Background: an optimization exercise with open tools, aiming at small area. Do not read the settings as production practice. Only simulation tests tie the RTL to the original design; equivalence was not proved.

==> inputs of run H <==
## TankGame
module TankGame (
    input wire clk,
    input wire reset,
    input wire[7:0] ascii,
    input wire press,
    input wire tick_bullet,
    input wire tick_250ms,
    input wire tick_500ms,
    input wire tick_5s,
    input wire[9:0] pixel_x,
    input wire[9:0] pixel_y,
    output wire[3:0] category,
    output wire[9:0] addr,
    output wire[2:0] tank_direct,
    output wire alive,
    output wire start,
    output wire[15:0] score,
    output wire player_tank
    );
clock: 12.0 ns
lec_check: 0
cap_margin: 40
core_margin: 2
core_utilization: 35
slew_margin: 20
run.sh (not shown) runs the stock make flow with config.mk's settings and CLKGATE_MAP_FILE= SYNTH_SCRIPT=/design/flow/synth_recipe.tcl, a recipe that flattens the netlist after the stock synthesis.
==> inputs of run G, as changes to run H <==
--- a/flow/design.v
+++ b/flow/design.v
@@ -48,61 +48,51 @@
     output reg player_tank
     );
 localparam LEFT = 2'd0;
 localparam RIGHT = 2'd1;
 localparam UP = 2'd2;
 localparam DOWN = 2'd3;
-function [5:0] sel6(input [59:0] v, input [3:0] i);
-    case (i[3] ? {3'b100, i[0]} : {1'b0, i[2:0]})
-        4'd0: sel6 = v[5:0];
-        4'd1: sel6 = v[11:6];
-        4'd2: sel6 = v[17:12];
-        4'd3: sel6 = v[23:18];
-        4'd4: sel6 = v[29:24];
-        4'd5: sel6 = v[35:30];
-        4'd6: sel6 = v[41:36];
-        4'd7: sel6 = v[47:42];
-        4'd8: sel6 = v[53:48];
-        default: sel6 = v[59:54];
-    endcase
-endfunction
-function [1:0] sel2(input [19:0] v, input [3:0] i);
-    case (i[3] ? {3'b100, i[0]} : {1'b0, i[2:0]})
-        4'd0: sel2 = v[1:0];
-        4'd1: sel2 = v[3:2];
-        4'd2: sel2 = v[5:4];
-        4'd3: sel2 = v[7:6];
-        4'd4: sel2 = v[9:8];
-        4'd5: sel2 = v[11:10];
-        4'd6: sel2 = v[13:12];
-        4'd7: sel2 = v[15:14];
-        4'd8: sel2 = v[17:16];
-        default: sel2 = v[19:18];
-    endcase
+function [9:0] dec10(input [3:0] i);
+    integer n;
+    begin
+        for (n = 0; n < 8; n = n + 1)
+            dec10[n] = ~i[3] & (i[2:0] == n);
+        dec10[8] = i[3] & ~i[0];
+        dec10[9] = i[3] & i[0];
+    end
 endfunction
-function sel1(input [9:0] v, input [3:0] i);
-    case (i[3] ? {3'b100, i[0]} : {1'b0, i[2:0]})
-        4'd0: sel1 = v[0];
-        4'd1: sel1 = v[1];
-        4'd2: sel1 = v[2];
-        4'd3: sel1 = v[3];
-        4'd4: sel1 = v[4];
-        4'd5: sel1 = v[5];
-        4'd6: sel1 = v[6];
-        4'd7: sel1 = v[7];
-        4'd8: sel1 = v[8];
-        default: sel1 = v[9];
-    endcase
+function [5:0] sel6(input [59:0] v, input [9:0] oh);
+    integer n;
+    begin
+        sel6 = 6'd0;
+        for (n = 0; n < 10; n = n + 1)
+            sel6 = sel6 | (v[6*n +: 6] & {6{oh[n]}});
+    end
 endfunction
-function in3(input [5:0] a, input [5:0] b);
-    reg [5:0] d;
+function [1:0] sel2(input [19:0] v, input [9:0] oh);
+    integer n;
     begin
-        d = a - b;
-        in3 = (d[5:2] == 4'd0) & ~(d[1] & d[0]);
+        sel2 = 2'd0;
+        for (n = 0; n < 10; n = n + 1)
+            sel2 = sel2 | (v[2*n +: 2] & {2{oh[n]}});
     end
 endfunction
+function sel1(input [9:0] v, input [9:0] oh);
+    sel1 = |(v & oh);
+endfunction
+function [7:0] wmask(input [1:0] bl);
+    case (bl)
+        2'd0: wmask = {4'b0000, 4'b0111};
+        2'd1: wmask = {4'b0000, 4'b1110};
+        2'd2: wmask = {4'b0001, 4'b1100};
+        default: wmask = {4'b0011, 4'b1000};
+    endcase
+endfunction
+function in3(input [5:0] a, input [3:0] bh, input [3:0] bh1, input [7:0] m);
+    in3 = ((a[5:2] == bh) & m[a[1:0]]) | ((a[5:2] == bh1) & m[4 + a[1:0]]);
+endfunction
 reg[4:0] random_pos;
 always @(posedge clk) begin
     if (reset)
         random_pos <= 5'd0;
     else
         random_pos <= random_pos + 5'd1;
@@ -157,13 +147,13 @@
 wire[1:0] t0d = td[1:0];
 wire b_room = (n_bullets < 4'd10);
 wire pl_shoot = shoot_edge & b_room;
 wire b_pass = ~pl_shoot & (clkbullet_edge | bullets_go);
 wire en_shoot = ~pl_shoot & ~b_pass & clk250_edge & b_room;
 wire en_fire = en_shoot & (tanks_cnt < n_tanks);
-wire[3:0] s_idx = pl_shoot ? 4'd0 : tanks_cnt;
+wire[9:0] s_idx = pl_shoot ? 10'd1 : dec10(tanks_cnt);
 wire[5:0] s_x = sel6(tx, s_idx);
 wire[5:0] s_y = sel6(ty, s_idx);
 wire[1:0] s_d = sel2(td, s_idx);
 reg[5:0] nb_x, nb_y;
 reg nb_ok;
 always @(*) begin
@@ -182,15 +172,16 @@
         wire[5:0] sx = bx[6*g +: 6];
         wire[5:0] sy = by[6*g +: 6];
         assign b_out[g] = (sx == 6'd0) | (sx >= 6'd62) | (sy == 6'd0) | (sy >= 6'd47);
     end
 endgenerate
 wire p_act = b_pass & (bullets_ptr < n_bullets);
-wire p_del = sel1(b_out, bullets_ptr);
+wire[9:0] bptr_oh = dec10(bullets_ptr);
+wire p_del = sel1(b_out, bptr_oh);
 wire[3:0] b_last = n_bullets - 4'd1;
-wire[3:0] r_idx = p_del ? b_last : bullets_ptr;
+wire[9:0] r_idx = p_del ? dec10(b_last) : bptr_oh;
 wire[5:0] r_x = sel6(bx, r_idx);
 wire[5:0] r_y = sel6(by, r_idx);
 wire[1:0] r_d = sel2(bd, r_idx);
 wire r_p = sel1(bp, r_idx);
 reg[5:0] m_x, m_y;
 always @(*) begin
@@ -249,27 +240,37 @@
             end
         end
         if (en_shoot)
             tanks_cnt <= (tanks_cnt < n_tanks) ? tanks_cnt + 4'd1 : 4'd1;
     end
 end
-wire[5:0] c_x = sel6(tx, tanks_ptr);
-wire[5:0] c_y = sel6(ty, tanks_ptr);
-wire[1:0] c_d = sel2(td, tanks_ptr);
+wire[9:0] tptr_oh = dec10(tanks_ptr);
+wire[5:0] c_x = sel6(tx, tptr_oh);
+wire[5:0] c_y = sel6(ty, tptr_oh);
+wire[1:0] c_d = sel2(td, tptr_oh);
+wire[3:0] c_xh1 = c_x[5:2] + 4'd1;
+wire[3:0] c_yh1 = c_y[5:2] + 4'd1;
+wire[3:0] t0_xh1 = t0x[5:2] + 4'd1;
+wire[3:0] t0_yh1 = t0y[5:2] + 4'd1;
+wire[7:0] c_xm = wmask(c_x[1:0]);
+wire[7:0] c_ym = wmask(c_y[1:0]);
+wire[7:0] t0_xm = wmask(t0x[1:0]);
+wire[7:0] t0_ym = wmask(t0y[1:0]);
 wire[3:0] t_last = n_tanks - 4'd1;
-wire[5:0] l_x = sel6(tx, t_last);
-wire[5:0] l_y = sel6(ty, t_last);
-wire[1:0] l_d = sel2(td, t_last);
+wire[9:0] tlast_oh = dec10(t_last);
+wire[5:0] l_x = sel6(tx, tlast_oh);
+wire[5:0] l_y = sel6(ty, tlast_oh);
+wire[1:0] l_d = sel2(td, tlast_oh);
 wire[9:0] hit_e, hit_p;
 generate
     for (g = 0; g < 10; g = g + 1) begin : hc
         wire[5:0] sx = bx[6*g +: 6];
         wire[5:0] sy = by[6*g +: 6];
         wire v = (g < n_bullets);
-        assign hit_e[g] = v & bp[g] & in3(sx, c_x) & in3(sy, c_y);
-        assign hit_p[g] = v & ~bp[g] & in3(sx, t0x) & in3(sy, t0y);
+        assign hit_e[g] = v & bp[g] & in3(sx, c_x[5:2], c_xh1, c_xm) & in3(sy, c_y[5:2], c_yh1, c_ym);
+        assign hit_p[g] = v & ~bp[g] & in3(sx, t0x[5:2], t0_xh1, t0_xm) & in3(sy, t0y[5:2], t0_yh1, t0_ym);
     end
 endgenerate
 wire spawn = clk5s_edge & (n_tanks < 4'd10);
 wire t_pass = clk250_edge | tanks_go;
 wire t_act = t_pass & (tanks_ptr != n_tanks);
 wire kill = t_act & (|hit_e);
@@ -394,50 +395,62 @@
                 score[7:4] <= 4'd0;
                 score[3:0] <= 4'd0;
             end
         end
     end
 end
-wire[17:0] px_m = pixel_x * 8'd205;
-wire[17:0] py_m = pixel_y * 8'd205;
-wire[6:0] qx7 = px_m[17:11];
-wire[6:0] qy7 = py_m[17:11];
-wire[5:0] qx = (pixel_x >= 10'd630) ? 6'd63 : qx7[5:0];
-wire[5:0] qy = (pixel_y >= 10'd630) ? 6'd63 : qy7[5:0];
-wire[3:0] rx = pixel_x[3:0] - {qx7[2:0], 1'b0} - {qx7[0], 3'b000};
-wire[3:0] ry = pixel_y[3:0] - {qy7[2:0], 1'b0} - {qy7[0], 3'b000};
+wire[9:0] qx10 = pixel_x / 10'd10;
+wire[9:0] qy10 = pixel_y / 10'd10;
+wire[9:0] rx10 = pixel_x % 10'd10;
+wire[9:0] ry10 = pixel_y % 10'd10;
+wire[5:0] qx = (pixel_x >= 10'd630) ? 6'd63 : qx10[5:0];
+wire[5:0] qy = (pixel_y >= 10'd630) ? 6'd63 : qy10[5:0];
+wire[3:0] rx = rx10[3:0];
+wire[3:0] ry = ry10[3:0];
 wire wall = (qx <= 6'd61) & (qy <= 6'd46) &
             ((qx == 6'd0) | (qx >= 6'd61) | (qy == 6'd0) | (qy >= 6'd46));
+wire[3:0] qxh1 = qx[5:2] - 4'd1;
+wire[3:0] qyh1 = qy[5:2] - 4'd1;
+function [7:0] qmask(input [1:0] ql);
+    case (ql)
+        2'd0: qmask = {4'b1100, 4'b0001};
+        2'd1: qmask = {4'b1000, 4'b0011};
+        2'd2: qmask = {4'b0000, 4'b0111};
+        default: qmask = {4'b0000, 4'b1110};
+    endcase
+endfunction
+wire[7:0] qxm = qmask(qx[1:0]);
+wire[7:0] qym = qmask(qy[1:0]);
 wire[9:0] b_hit;
 wire[9:0] t_hit;
-wire[19:0] t_dx, t_dy;
 generate
     for (g = 0; g < 10; g = g + 1) begin : pc
-        wire[5:0] dx = qx - tx[6*g +: 6];
-        wire[5:0] dy = qy - ty[6*g +: 6];
-        assign t_dx[2*g +: 2] = dx[1:0];
-        assign t_dy[2*g +: 2] = dy[1:0];
-        assign t_hit[g] = (g < n_tanks) & (dx[5:2] == 4'd0) & ~(dx[1] & dx[0]) &
-                          (dy[5:2] == 4'd0) & ~(dy[1] & dy[0]);
+        wire[5:0] ex = tx[6*g +: 6];
+        wire[5:0] ey = ty[6*g +: 6];
+        wire mx = ((qx[5:2] == ex[5:2]) & qxm[ex[1:0]]) | ((qxh1 == ex[5:2]) & qxm[4 + ex[1:0]]);
+        wire my = ((qy[5:2] == ey[5:2]) & qym[ey[1:0]]) | ((qyh1 == ey[5:2]) & qym[4 + ey[1:0]]);
+        assign t_hit[g] = (g < n_tanks) & mx & my;
         assign b_hit[g] = (g < n_bullets) & (bx[6*g +: 6] == qx) & (by[6*g +: 6] == qy);
     end
 endgenerate
-reg[1:0] w_dx, w_dy, w_dir;
+reg[1:0] w_xl, w_yl, w_dir;
 integer j;
 always @(*) begin
-    w_dx = t_dx[1:0];
-    w_dy = t_dy[1:0];
+    w_xl = tx[1:0];
+    w_yl = ty[1:0];
     w_dir = td[1:0];
     for (j = 1; j < 10; j = j + 1) begin
         if (t_hit[j]) begin
-            w_dx = t_dx[2*j +: 2];
-            w_dy = t_dy[2*j +: 2];
+            w_xl = tx[6*j +: 2];
+            w_yl = ty[6*j +: 2];
             w_dir = td[2*j +: 2];
         end
     end
 end
+wire[1:0] w_dx = qx[1:0] - w_xl;
+wire[1:0] w_dy = qy[1:0] - w_yl;
 wire w_player = ~(|t_hit[9:1]);
 wire[9:0] a_base = {1'b0, ry, 5'd0} - {5'd0, ry, 1'b0} + {6'd0, rx} + 10'd1;
 reg[9:0] a_off;
 always @(*) begin
     case ({w_dy, w_dx})
         4'b0000: a_off = 10'd0;
ABC_AREA = 1   (was unset)
==> results.sh <==
export IMPL_outcome="complete, no violations"
export IMPL_max_slew_worst_pin_slew_ns=1.017
export IMPL_wl_met3_mm=27.17
export IMPL_final_area_um2=38370
export IMPL_max_freq_mhz=89.34
export IMPL_grt_max_degree=52
export IMPL_synth_simple_gate_area_share_pct=20.71
export IMPL_crit_fanout=10
export IMPL_synthXorXnorAreaFrac_pct=8.426
export IMPL_syn_inst=4678
export IMPL_hp_start="M3.clk500_sync[2]"
export IMPL_whs_path_depth=2
export IMPL_taps=1276
export IMPL_drt_met1_wl_mm=76.72
export IMPL_grtUsageMet3_pct=13.64
export IMPL_drt_iter0_markers=5938
export IMPL_drive_above_1_share_pct=8.553
export IMPL_grt_pass1_vias=35090
export IMPL_dr_wl_met2_mm=74.41
export IMPL_switching_share_pct=39.21
export IMPL_clkbuf_count=59
Source of the figures above: run G

==> results.sh <==
export IMPL_outcome="complete, no violations"
export IMPL_grt_max_degree=50
export IMPL_crit_fanout=5
export IMPL_syn_inst=4645
export IMPL_max_freq_mhz=87.60
export IMPL_taps=1536
export IMPL_synthXorXnorAreaFrac_pct=8.901
export IMPL_whs_path_depth=1
export IMPL_clkbuf_count=66
export IMPL_drt_met1_wl_mm=78.91
export IMPL_hp_start="M2.shoot"
export IMPL_grt_pass1_vias=37290
export IMPL_drive_above_1_share_pct=12.53
export IMPL_drt_iter0_markers=5143
export IMPL_final_area_um2=48080
export IMPL_dr_wl_met2_mm=76.78
export IMPL_grtUsageMet3_pct=7.520
export IMPL_switching_share_pct=42.91
Source of the figures above: run H

[port drivers added, routing unchanged]
The flow's constraints put no driver on any port. The routed layouts listed below were extracted and timed again, unchanged, in two steps. Step 1 (the two cells are an assumption about what drives the block):
set clk [get_ports {clk}]
set_driving_cell -lib_cell sky130_fd_sc_hd__clkbuf_16 $clk
set_driving_cell -lib_cell sky130_fd_sc_hd__buf_2 [delete_from_list [all_inputs] $clk]
Step 2 adds t to the input delays and takes it off the output delays; t is the mean of the earliest and latest rising clock arrival at the registers after step 1. Input paths then give back, and output paths get back, about the clock's delay inside the block. a / b / c = ideal ports / drivers / drivers and shift; a / b = the first two.
run	t (ns)	setup slack, ns	pins driven straight from the clock port
run H	0.714	0.585 / 0.623 / -0.091	1
run G	0.722	0.807 / 0.854 / 0.132	1
With both steps, setup timing fails in run H, where it was met with ideal ports. For run H, which loses most, drivers alone change the setup slack by +0.038 ns; drivers and shift together by -0.676 ns.
